This design comes from an exercise in tuning for small area, a short achievable clock period and few clock cycles per item on the open sky130 flow, not from production work. Only simulation tests tie the RTL to the original design; equivalence was not proved.

## flow/design.v (module list and top-level ports; edited modules follow where they fit)
// module Cfu: 4480 lines
module Cfu (
    input               cmd_valid,
    output              cmd_ready,
    input      [9:0]    cmd_payload_function_id,
    input      [31:0]   cmd_payload_inputs_0,
    input      [31:0]   cmd_payload_inputs_1,
    output              rsp_valid,
    input               rsp_ready,
    output     [31:0]   rsp_payload_outputs_0,
    input               reset,
    input               clk
);
  // ...
==> flow/run.sh <==
#!/bin/bash
# synth_recipe.tcl (not shown) runs the flow's synth.tcl, then flattens the netlist and writes it again
# the make line also repeats each setting of config.mk as NAME=value (left out here)
make -C /OpenROAD-flow-scripts/flow DESIGN_CONFIG=/design/flow/config.mk WORK_HOME=/design/flow/orfs CLKGATE_MAP_FILE= SYNTH_SCRIPT=/design/flow/synth_recipe.tcl finish
==> flow/config.mk <==
export PLATFORM = sky130hd
export DESIGN_NAME = Cfu
export DESIGN_NICKNAME = Cfu
export VERILOG_FILES = /design/flow/design.v
export SDC_FILE = /design/flow/constraint.sdc
export NUM_CORES = 4
export LEC_CHECK = 0
export CAP_MARGIN = 20
export CORE_MARGIN = 2
export CORE_UTILIZATION = 40
export PLACE_DENSITY = 0.6
export SLEW_MARGIN = 20
==> flow/constraint.sdc <==
create_clock -name core_clock -period 15.0 [get_ports {clk}]
set_input_delay 3.0000 -clock core_clock [delete_from_list [all_inputs] [get_ports {clk}]]
set_output_delay 3.0000 -clock core_clock [all_outputs]
set_load 0.01 [all_outputs]
==> metrics.md, run 1 <==
| Metric | Value |
|---|---|
| Clk_skew | 0.0831 ns |
| Post-route setup TNS | 0 ns |
| DRC viols | 0 |
| Post-synth top flop | dfxtp_1 |
| Initial Utilization | 40.3% |
| Multi-input gate share of total cell area | 63.2% |
| Worst path most repeated cell | inv_1 |
| Seq_cells | 1022 |
| TritonRoute pass-1 iters | 9 |
| Crit-path max FO | 9 |
| Synth-to-layout area growth | 8.08% |
| Clk_buf instances | 156 |
| Beginning of the critical path | pr_V[10] |
| Multi-input gates | 7416 |
| Setup Viol. Count Final | 0 |
| Largest net degree at the start of global routing | 69 |
| M1 wire length | 157000 µm |
| Worst setup path end | lr[29] |
| Run status | complete, no violations |
| Clk root buf | clkbuf_16 |
| Sequential share of the synthesized area | 22.9% |
| Sequential cell area | 23600 µm² |
| Synth Area in Compound Gates | 17.4% |
| Proportion of layout cells with a drive suffix above 1 | 6.30% |
| CTS resizes | 0 |
Testbench counts, summed over its fixed seeds: cycles 6,876, items 3,342.
==> inputs of run 2 (changes only) <==
--- a/flow/design.v
+++ b/flow/design.v
@@ -4302,18 +4302,23 @@
     wire [4:0]  rsm = rsa[5] ? 5'd31 : rsa[4:0];
     wire [4:0]  rb = rsa[5] ? 5'd31 : rsa[4:0] - 5'd1;    
     wire [31:0] lowm = (32'h1 << rb) - 32'h1;    
     wire        qround = (rsa != 6'd0) & mh[rb] & (~mh[31] | (|(mh & lowm)));
     wire [31:0] qsh = $signed(mh) >>> rsm;
     reg        lr_v, lr_dec, lr_inc;
     reg [31:0] lr;
     always @(posedge clk) begin
-        if (reset) lr_v <= 1'b0;
-        else lr_v <= pr_v;
+        if (reset) begin
+            lr_v <= 1'b0;
+            cv <= 1'b0;
+        end else begin
+            lr_v <= pr_v;
+            cv <= pr_v | (disp & a_simple);
+        end
         lr_dec <= pr_op == 2'd0 & esum[47];
         lr_inc <= pr_op == 2'd1 & qround;
         lr <= (pr_op == 2'd0) ? esum[47:16] :
               (pr_op == 2'd1) ? qsh : {pr_V[33], pr_V[31:1]};
     end
     reg [31:0] R;
     wire [31:0] cS, cC;
 wire ct_1 = R[0] ^ s_p0[0];
@@ -4444,17 +4449,17 @@
 wire ct_126 = R[30] & 1'b1;
 wire ct_127 = R[31] ^ 1'b1;
 wire ct_128 = R[31] & 1'b1;
 assign cS = {ct_127, ct_125, ct_123, ct_121, ct_119, ct_117, ct_115, ct_113, ct_111, ct_109, ct_107, ct_105, ct_103, ct_101, ct_99, ct_97, ct_95, ct_93, ct_91, ct_89, ct_87, ct_85, ct_83, ct_81, ct_79, ct_77, ct_75, ct_73, ct_71, ct_69, ct_67, ct_65};
 assign cC = {ct_126, ct_124, ct_122, ct_120, ct_118, ct_116, ct_114, ct_112, ct_110, ct_108, ct_106, ct_104, ct_102, ct_100, ct_98, ct_96, ct_94, ct_92, ct_90, ct_88, ct_86, ct_84, ct_82, ct_80, ct_78, ct_76, ct_74, ct_72, ct_70, ct_68, ct_66, s_p3[0]};
     wire [31:0] macc = cS + cC;
     wire [31:0] simple_res = s_f0 ? 32'd0 : macc;
     wire [31:0] long_res = lr + {{31{lr_dec}}, lr_dec | lr_inc};
-    wire        cv = s_v | lr_v;
+    reg         cv;      
     wire [31:0] cval = s_v ? simple_res : long_res;
     reg [2:0]  q;
     reg [3:0]  wp, rp;
     reg [31:0] e0, e1, e2, e3;
     wire [2:0] qc = q + {2'b0, cv};
     always @(posedge clk) begin
         if (reset) begin
             R <= 32'd0;
==> flow/flow/run.sh (new file) <==
#!/bin/bash
set -euo pipefail
sed 's/yosys synth -nofsm -noshare {\*}\$args/yosys synth -nofsm -noshare -noabc {*}$args/' \
    synth_recipe.tcl > nabc_synth.tcl
grep -q -- '-noabc' nabc_synth.tcl
bash standard.sh SYNTH_SCRIPT="$PWD/nabc_synth.tcl" synth > synth.log 2>&1
bash standard.sh SYNTH_SCRIPT="$PWD/nabc_synth.tcl" SETUP_SLACK_MARGIN=10 finish > layout.log 2>&1
==> flow/standard.sh (new file) <==
#!/bin/bash
# synth_recipe.tcl (not shown) runs the flow's synth.tcl, then flattens the netlist and writes it again
# the make line also repeats each setting of config.mk as NAME=value (left out here)
make -C /OpenROAD-flow-scripts/flow DESIGN_CONFIG=/design/flow/config.mk WORK_HOME=/design/flow/orfs CLKGATE_MAP_FILE= SYNTH_SCRIPT=/design/flow/synth_recipe.tcl "${@:-finish}"
==> flow/config.mk (replaced) <==
export PLATFORM = sky130hd
export DESIGN_NAME = Cfu
export DESIGN_NICKNAME = Cfu
export VERILOG_FILES = /design/flow/design.v
export SDC_FILE = /design/flow/constraint.sdc
export NUM_CORES = 4
export LEC_CHECK = 0
export CAP_MARGIN = 20
export CORE_MARGIN = 2
export CORE_UTILIZATION = 40
export PLACE_DENSITY = 0.5
export SLEW_MARGIN = 20
removed: flow/run.sh
==> metrics.md, run 2 <==
| Metric | Value |
|---|---|
| CORE AREA | 245000 µm² |
| Fraction of registers with async set/reset | 0% |
| Multiplexer share of the synthesized area | 2.53% |
| Setup Viol. Count Final | 0 (unchanged) |
| Yosys reg bits | 1022 |
| Synth Area in Compound Gates | 17.9% (+0.46 points) |
| Port buffer count | 108 |
| WP data arrival | 5.69 ns |
| Worst Setup Start Kind | register |
| Worst setup path class | reg -> reg |
| First-pass GRT wire length | 588000 µm |
| Max Fclk | 199 MHz |
| I/O pins | 112 |
| RSZ-0062 raised after global routing | yes |
| Yosys Warn Count | 1 |
| Gpl congestion | 0.965 |
| Routed Antenna Nets | 0 |
| Slew Viols, Final | 0 |
| Clk_skew | 0.0767 ns (-0.00635 ns) |
| Top cells by area, synth | fa_1 (25%), dfxtp_1 (15%), xnor2_1 (9.4%) |
| Syn_nets | 11600 |
| Clk root buf | clkbuf_16 |
| Design area | 109000 µm² |
| Largest net degree at the start of global routing | 76 (+10%) |
| Synth Area in Adders | 32.0% |
| Mean post-synth cell area | 10.2 µm² |
| Synth area leader | fa_1 |
| Simple-gate area share of the yosys netlist | 7.96% |
| Synth cell types | 103 |
| Top-area cell type share of the netlist area | 24.6% |
| Initial Utilization | 40.1% (-0.14 points) |
| Synth-to-layout area growth | 10.4% |
| FILL cells | 23200 |
| Die Area | 250000 µm² |
| Synthesized area | 98400 µm² |
| Slew @ Worst Pin | 1.24 ns |
| DRC viols | 0 (unchanged) |
| Total number of vias | 80000 |
| Post-route setup TNS | 0 ns (unchanged) |
| R2R Setup Slk | 9.98 ns |
| Final hold vios | 0 |
| Area post-placement | 102000 µm² |
| Total Routing Usage GR | 32.4% |
| Worst-Skew Late Latency | 0.86 ns |
| Post-layout min period | 5.02 ns |
| Post-synth top cells | fa_1 (1209), xnor2_1 (1056), a22oi_1 (991) |
| DP HPWL | 279000 µm |
| Most common cell in the netlist | fa_1 |
| Largest family of logic cells by synthesized area | adder cells |
| Die W | 500 µm |
| CTS HTree Levels | 3 |
| TritonRoute pass-1 iters | 9 (unchanged) |
| Final net count | 11300 |
| Crit-path max FO | 31 (+22) |
| Period utilization | 33.4% |
| # hold bufs at CTS | 0 |
| Violation count after the first detailed-route iteration | 9449 |
| Die Ht | 500 µm |
| Crit path capture type | register |
| Number of global-route vias before repair | 80700 |
| Top flop regs | r2_C: 74 flops, r2_S: 74 flops |
| Synth Area in XOR/XNOR | 10.8% |
| Hold/Removal Path Class | reg -> reg |
| Data required, critical path | 15.67 ns |
| Initial antenna violation count | 17 |
| Post-synth top flop | dfxtp_1 |
| Clk slew on worst S/H paths | 0.07 ns |
| Vias per Instance | 6.28 |
| Commonest non-fill, non-tap cell in the layout | fa_1 |
| DR WL/cell | 32.3 µm |
| Gr ovfl total | 0 |
| Sequential share of the synthesized area | 23.9% (+0.92 points) |
| CTS Buffer Depth | 3 |
| Sinks on the clock net | 1022 |
| Synthesized instance count | 9687 |
| Run status | complete, no violations |
| Max_slew headroom | 17.1% |
| Commonest non-fill, non-tap cells in the layout | fa_1 (1208), xnor2_1 (1046), a22oi_1 (979) |
| TritonCTS clock tree | done |
| Final wirelength | 413000 µm |
| Num CTS Buffers | 121 |
| Cell row count | 182 |
| EDFF count, synth | 302 |
| Max Cap Viol | 0 |
| Proportion of layout cells with a drive suffix above 1 | 9.47% (+3.2 points) |
-- run 2: cell count changes in the layout (fill, tap and decap cells not counted), moves of 26 or more --
cell,previous run,this run
inv_1,1579,444
xor2_1,604,151
xnor2_1,644,1046
a21oi_1,504,426
dfxtp_4,12,76
buf_6,0,54
nor2_1,454,400
a221o_1,7,46
nand3_1,71,107
dfxtp_1,633,598
clkdlybuf4s50_1,107,75
dfxtp_2,75,46
a22oi_1,1007,979
buf_12,0,26
-- run 2: per-stage QoR --
stage                     utilization, %  instances  setup WS, ns  hold slack, ns
after floorplan                        -       9687         10.07           0.310
after global placement              41.7      12400          8.78           0.311
after detailed placement            41.7      12400          8.79           0.312
after CTS                           43.9      12700          9.82           0.318
after global routing                44.3      12700          9.95           0.330
final                               44.3      12800          9.98           0.310
-- run 2: kinds of logic after synthesis --
family,after synthesis
adders and majority gates,1795
muxes,187
AOI/OAI and AO/OA,2535
xor gates and xnor gates,1213
buffers and inverters,1266
and+or+nand+nor,1669
DFF,1022
-- run 2: layout make-up --
type,count,area [µm²],area share (%)
Antenna cell,17,42.5,0.0392
Clock buffer,150,3410,3.13
Clock inverter,80,870,0.800
Inverter,466,1780,1.64
Multi-Input combinational cell,7399,70800,65.2
Sequential cell,1022,23800,21.9
Tap cell,3220,4030,3.71
Timing Repair Buffer,398,3900,3.59
Timing Repair inverter,1,5.00,0.00461
-- run 2: repair_timing --
| item | CTS | global route |
|---|---|---|
| buffers inserted | 37 | 40 |
| pin swaps | 9 | 42 |
| gates cloned | 3 | 3 |
| resized for setup | 161 | 191 |
| setup endpoints to repair | 182 | 146 |
-- run 2: path summary, 6_finish.rpt --
| check | to | start | depth (start not counted) |
|---|---|---|---|
| max | r2_S[41] | r1_bn[7] | 8 |
| min | r2_B[4] | r1_B[4] | 0 |
| max reg2reg | r2_S[41] | r1_bn[7] | 8 |
| min reg2reg | r2_B[4] | r1_B[4] | 0 |
-- run 2: routing by layer --
| metal | up-vias | part of all wire [%] | track usage [%] |
|---|---|---|---|
| li1 | 33500 | - | - |
| met1 | 40700 | 43 | 45.6 |
| met2 | 4753 | 42 | 46.4 |
| met3 | 1108 | 10 | 9.04 |
| met4 | 16 | 5.0 | 13.6 |
| met5 | - | 0.048 | 0.367 |
-- run 2: worst max-delay path, cell delays in order (launching register included) --
cell	delay [ns]
dfxtp_2	0.85
buf_6	0.57
xnor2_1	0.22
fa_1	0.58
fa_1	0.46
fa_1	0.54
fa_1	0.56
fa_1	0.59
fa_1	0.45
Testbench counts of run 2, summed over its fixed seeds: cycles 6,876, items 3,342.

afterwards: timing with drivers on the ports:
In the flow no input, the clock included, has a driving cell. The finished layouts below were timed again as built, in two steps.
Step 1 (the two cells are an assumption about what drives the block):
set clk [get_ports {clk}]
set_driving_cell -lib_cell sky130_fd_sc_hd__clkbuf_16 $clk
set_driving_cell -lib_cell sky130_fd_sc_hd__buf_2 [delete_from_list [all_inputs] $clk]
Step 2 moves the port delays by t, midway between the first and last clock arrival at a register: inputs arrive t later, outputs are due t later. That takes back most of the time a late clock gives input paths.
Three values: ideal ports, drivers, drivers and shift; two values: the first two.
| run | t, ns | slack for setup (ns) | worst register clock-pin slew, ns |
|---|---|---|---|
| run 1 | 0.877 | 8.948 / 8.948 / 8.948 | 0.08 / 0.08 |
| run 2 | 0.917 | 9.985 / 9.985 / 9.387 | 0.07 / 0.07 |
After both steps setup and hold are still met in every run listed. For run 2, which loses most, drivers alone change the setup slack by 0.000 ns; drivers and shift together by -0.598 ns.
